Context: an optimization exercise on an open-source flow, tuned for small area. The choices shown serve that exercise and are no tape-out recipe. Function was checked by simulation only, so behaviour that the tests miss may differ from the original. Power figures rest on the tool's default switching activity, not on a simulated workload.

## run A
// stg_game
module stg_game(
	clk,
	rst,
	tick_1ms,
	btnstate,
	switch,
	planex,
	planey,
	mybx,
	myby,
	bossx,
	bossy,
	enmx1,
	enmy1,
	enmx2,
	enmy2,
	enmx3,
	enmy3,
	enmx4,
	enmy4,
	bigbulletx1,
	bigbullety1,
	bigbulletx2,
	bigbullety2,
	bulletx1,
	bullety1,
	bulletx2,
	bullety2,
	bulletx3,
	bullety3,
	bulletx4,
	bullety4,
	bulletx5,
	bullety5,
	bulletx6,
	bullety6,
	bulletx7,
	bullety7,
	bulletx8,
	bullety8,
	bulletx9,
	bullety9,
	bulletx10,
	bullety10,
	bulletx11,
	bullety11,
	bulletx12,
	bullety12,
	life,
	boss,
	enma1,
	enma2,
	enma3,
	enma4,
	gameclear
	);
export LEC_CHECK = 0
export CAP_MARGIN = 20
export CORE_MARGIN = 2
export CORE_UTILIZATION = 40
export PLACE_DENSITY = 0.6
export SLEW_MARGIN = 20
create_clock -name core_clock -period 10.0 [get_ports {clk}]
standard.sh (not shown) runs the stock make flow with config.mk's settings and CLKGATE_MAP_FILE= SYNTH_SCRIPT=/design/flow/synth_recipe.tcl, a recipe that flattens the netlist after the stock synthesis.
==> flow/flow/run.sh <==
#!/bin/bash
# The standard layout (standard.sh) with three changes:
#  - synthesis is synth_recipe.tcl unchanged except that the final abc call
#    maps with an area-oriented script (flow/area.abc);
#  - port buffers are sky130_fd_sc_hd__buf_1;
#  - the clock tree uses larger sink clusters and no dummy loads.
set -euo pipefail
W=$(pwd)
{
  echo "proc abc {args} { set i [lsearch \$args -script]; if {\$i >= 0} { lset args [expr {\$i+1}] $W/flow/area.abc }; yosys abc {*}\$args }"
  cat synth_recipe.tcl
} > area_synth.tcl
sed -e "s#SYNTH_SCRIPT=[^ ]*#SYNTH_SCRIPT=$W/area_synth.tcl#" standard.sh > area_standard.sh
export BUFFER_PORTS_ARGS="-buffer_cell sky130_fd_sc_hd__buf_1"
export SYNTH_INSBUF=0
export CTS_ARGS="-sink_clustering_enable -repair_clock_nets -dont_use_dummy_load -sink_clustering_size 16 -sink_clustering_max_diameter 80 -buf_list sky130_fd_sc_hd__clkbuf_8"
bash area_standard.sh > area_standard.log 2>&1
==> flow/flow/area.abc <==
strash
ifraig
scorr
dc2
dc2
strash
dch -f
amap -F 3 -A 10
topo
Run A: full flow OK, the timing, DRC and antenna checks passed
Here is what was changed in the inputs of run B compared with run A.
- GPL_TIMING_DRIVEN newly set to 0
Notes after the runs:
- Between run B and run A, the difference in clock transition at the registers of the reported paths is negligible.
- Delta (run B minus run A): slack of the worst reg-to-reg path moved down, final worst setup slack moved down, final cell count now sits lower, adder and majority gate portion of the synthesized area shows no meaningful change, routed wire length went down about 3%.
- Run B went all the way through synthesis, placement and routing and the layout is clean on timing, DRC and antenna.
- Run B drops fewer vias than run A.
Inputs modified between run B and run C:
- a deleted GPL_TIMING_DRIVEN that had been 0
-- flow/flow/run.sh --
<<< run B, line 15
export SYNTH_INSBUF=0
export CTS_ARGS="-sink_clustering_enable -repair_clock_nets -dont_use_dummy_load -sink_clustering_size 16 -sink_clustering_max_diameter 80 -buf_list sky130_fd_sc_hd__clkbuf_8"
>>> run C, line 15
export CTS_ARGS="-sink_clustering_enable -repair_clock_nets -dont_use_dummy_load -sink_clustering_size 24 -sink_clustering_max_diameter 100 -buf_list sky130_fd_sc_hd__clkbuf_16"
## What came out
Cell area | run C vs run B | run C larger. Run C reports a higher count of cells along the worst register-to-register path than run B does. Status: sequential share of cell area parity (run C, run B). NOTE: number of global-route vias before repair in run C exceeds that of run B.
The following lists how run D was set up differently from run C:
- a change of PLACE_DENSITY from 0.6 to 0.7
- a change of CORE_UTILIZATION from 40 to 55
-- flow/flow/run.sh --
<<< run C, line 15
export CTS_ARGS="-sink_clustering_enable -repair_clock_nets -dont_use_dummy_load -sink_clustering_size 24 -sink_clustering_max_diameter 100 -buf_list sky130_fd_sc_hd__clkbuf_16"
>>> run D, line 15
export SYNTH_INSBUF=0
export CTS_ARGS="-sink_clustering_enable -repair_clock_nets -dont_use_dummy_load -sink_clustering_size 16 -sink_clustering_max_diameter 80 -buf_list sky130_fd_sc_hd__clkbuf_8"
## What came out
Cell row count (higher): run C. Total CTS buffers in run D vs run C: up about 40%. When run D is set beside run C, its pin count of the biggest net entering global routing turns out to be 14 larger. Looking at finished layout cell area across both flows, run D is the stronger of the two, with run C trailing. Run C vs run D, critical path startpoint: sc[0] vs sc[2]. When the final numbers for run D and run C were put side by side, the compound-cell area share of the yosys netlist turned out to be smaller in run C. The via count of run D exceeds that of run C by about 1.4%. Comparing power density relative to cell area for run D and run C, the bigger number came from run C. | final net count | run C vs run D | ≈ equal |. Delta(internal power, run D - run C) < 0.

the previous run:
stg_game again, from the RTL that the note above started with.
==> flow/config.mk <==
export PLATFORM = sky130hd
export DESIGN_NAME = stg_game
export DESIGN_NICKNAME = stg_game
export VERILOG_FILES = /design/flow/design.v
export SDC_FILE = /design/flow/constraint.sdc
export NUM_CORES = 4
export LEC_CHECK = 0
export CAP_MARGIN = 20
export CORE_MARGIN = 2
export CORE_UTILIZATION = 40
export PLACE_DENSITY = 0.6
export SLEW_MARGIN = 20
==> flow/constraint.sdc <==
create_clock -name core_clock -period 10.0 [get_ports {clk}]
set_input_delay 2.0000 -clock core_clock [delete_from_list [all_inputs] [get_ports {clk}]]
set_output_delay 2.0000 -clock core_clock [all_outputs]
set_load 0.01 [all_outputs]
==> flow/flow/run.sh <==
#!/bin/bash
# The standard layout (standard.sh) with three changes:
#  - synthesis is synth_recipe.tcl unchanged except that the final abc call
#    maps with an area-oriented script (flow/area.abc);
#  - port buffers are sky130_fd_sc_hd__buf_1;
#  - the clock tree uses larger sink clusters and no dummy loads.
set -euo pipefail
W=$(pwd)
{
  echo "proc abc {args} { set i [lsearch \$args -script]; if {\$i >= 0} { lset args [expr {\$i+1}] $W/flow/area.abc }; yosys abc {*}\$args }"
  cat synth_recipe.tcl
} > area_synth.tcl
sed -e "s#SYNTH_SCRIPT=[^ ]*#SYNTH_SCRIPT=$W/area_synth.tcl#" standard.sh > area_standard.sh
export BUFFER_PORTS_ARGS="-buffer_cell sky130_fd_sc_hd__buf_1"
export SYNTH_INSBUF=0
export CTS_ARGS="-sink_clustering_enable -repair_clock_nets -dont_use_dummy_load -sink_clustering_size 22 -sink_clustering_max_diameter 70 -buf_list sky130_fd_sc_hd__clkbuf_8"
bash area_standard.sh > area_standard.log 2>&1
Scripts as last shown in full above: flow/flow/area.abc
Per the final summary, the previous run finished and its layout is clean on timing, DRC and antenna.
Here is what was changed in the inputs of the current run compared with the previous run.
- changing CORE_UTILIZATION from 40 to 50
- setting GPL_TIMING_DRIVEN to 0 for the first time
- changing PLACE_DENSITY from 0.6 to 0.65
diff --git a/flow/flow/run.sh b/flow/flow/run.sh
--- a/flow/flow/run.sh
+++ b/flow/flow/run.sh
@@ -14,4 +14,3 @@
 export BUFFER_PORTS_ARGS="-buffer_cell sky130_fd_sc_hd__buf_1"
-export SYNTH_INSBUF=0
-export CTS_ARGS="-sink_clustering_enable -repair_clock_nets -dont_use_dummy_load -sink_clustering_size 22 -sink_clustering_max_diameter 70 -buf_list sky130_fd_sc_hd__clkbuf_8"
+export CTS_ARGS="-sink_clustering_enable -repair_clock_nets -dont_use_dummy_load -sink_clustering_size 24 -sink_clustering_max_diameter 100 -buf_list sky130_fd_sc_hd__clkbuf_16"
 bash area_standard.sh > area_standard.log 2>&1
Notes after the runs:
The current run was carried through to the last stage, and its layout satisfied the timing, DRC and antenna checks. Relative to the previous run, routed wire length decreased by 6.9% in the current run. The lower worst hold margin came out of the current run. Number of stages on the worst hold path ended up 1 higher on the current run than on the previous run. Any difference in clock network area share between the previous run and the current run is small enough to ignore. Compared with the previous run, the current run shows a utilization that is 12 points higher.

Setup of lane 1:
Another version of the RTL of stg_game (not shown whole).
Size in the first run: roughly 2500 cells after synthesis, roughly 420 flip-flops, about 440 I/O pins, roughly 24000 um2 of cells after synthesis.
Settings: LEC_CHECK=0, CAP_MARGIN=5, CORE_MARGIN=2, CORE_UTILIZATION=55, PLACE_DENSITY=0.7, SLEW_MARGIN=5; clock period 10.0 ns.
==> flow/flow/run.sh <==
#!/bin/bash
# The standard layout (standard.sh) with these changes:
#  - synthesis is synth_recipe.tcl unchanged except that the final abc call
#    maps with an area-oriented script (flow/area.abc);
#  - synthesis inserts no pass-through buffers (SYNTH_INSBUF=0); every port
#    still gets its buffer from buffer_ports, as sky130_fd_sc_hd__buf_1;
#  - the clock tree uses clkbuf_8, larger sink clusters and no dummy loads.
# ORFS keeps each step's log under orfs/logs; make's output goes to
# area_standard.log.
set -euo pipefail
W=$(pwd)
{
  echo "proc abc {args} { set i [lsearch \$args -script]; if {\$i >= 0} { lset args [expr {\$i+1}] $W/flow/area.abc }; yosys abc {*}\$args }"
  cat synth_recipe.tcl
} > area_synth.tcl
sed -e "s#SYNTH_SCRIPT=[^ ]*#SYNTH_SCRIPT=$W/area_synth.tcl#" standard.sh > area_standard.sh
export BUFFER_PORTS_ARGS="-buffer_cell sky130_fd_sc_hd__buf_1"
export SYNTH_INSBUF=0
export GPL_KEEP_OVERFLOW=0
export CTS_ARGS="-sink_clustering_enable -repair_clock_nets -dont_use_dummy_load -sink_clustering_size 16 -sink_clustering_max_diameter 80 -buf_list sky130_fd_sc_hd__clkbuf_8"
bash area_standard.sh > area_standard.log 2>&1
==> flow/flow/area.abc <==
strash
&get -n
&deepsyn -T 30
&put
dch -f
amap -F 3 -A 10
topo
Every stage of the flow completed for lane 1, and the final layout passed the timing, DRC and antenna checks.
#### Input delta (lane 3 over lane 1)
-- flow/flow/run.sh --
<<< lane 1, line 19
export GPL_KEEP_OVERFLOW=0
>>> lane 3, line 19
Results
The number of buffers other than clock buffers in the final layout of lane 3 exceeds that of lane 1 by 13. Looking at global-route usage, lane 3 sits 0.50 points higher than lane 1 does. Summary — final period utilization, lane 3 relative to lane 1: lower, by 9.2 points. Looking at pin count of the biggest net entering global routing, lane 3 sits below lane 1. On number of cells after detailed placement, the lower figure sits with lane 1, not lane 3. Between lane 3 and lane 1, the difference in critical path depth is negligible. Lane 1 → lane 3: xor and xnor fraction of the mapped netlist area saw little to no change; delay contributed by the slowest stage of the critical path went down by 0.25 ns; combinational power went down by about 3%; sequential share of cell area roughly the same; worst slew slack as a fraction of its limit up 12 points.

==> afterwards: timing with drivers on the ports <==
The results above use ideal ports. As a check the final layouts listed here were re-extracted and re-timed, cells and wires unchanged.
Step 1, drivers: a clkbuf_16 drives clk and a buf_2 each remaining input, both assumed.
Step 2 adds t to the input delays and takes it off the output delays; t is the mean of the earliest and latest rising clock arrival at the registers after step 1. Input paths then give back, and output paths get back, about the clock's delay inside the block.
a / b / c = ideal / step 1 / step 2; a / b = the first two.
run	shift t [ns]	setup WS [ns]	latest minus earliest clock arrival (ns)
run A	0.675	2.609 / 2.609 / 2.609	0.086 / 0.086
run B	0.684	1.608 / 1.608 / 1.608	0.070 / 0.069
run C	0.638	2.891 / 2.891 / 2.891	0.058 / 0.058
run D	0.682	2.571 / 2.571 / 2.571	0.069 / 0.070
the previous run	0.685	2.619 / 2.619 / 2.619	0.085 / 0.085
the current run	0.627	1.535 / 1.535 / 1.535	0.054 / 0.054
lane 1	0.738	1.237 / 1.237 / 1.237	0.045 / 0.045
lane 3	0.676	2.160 / 2.160 / 2.160	0.050 / 0.049
After both steps every run listed still meets setup and hold.
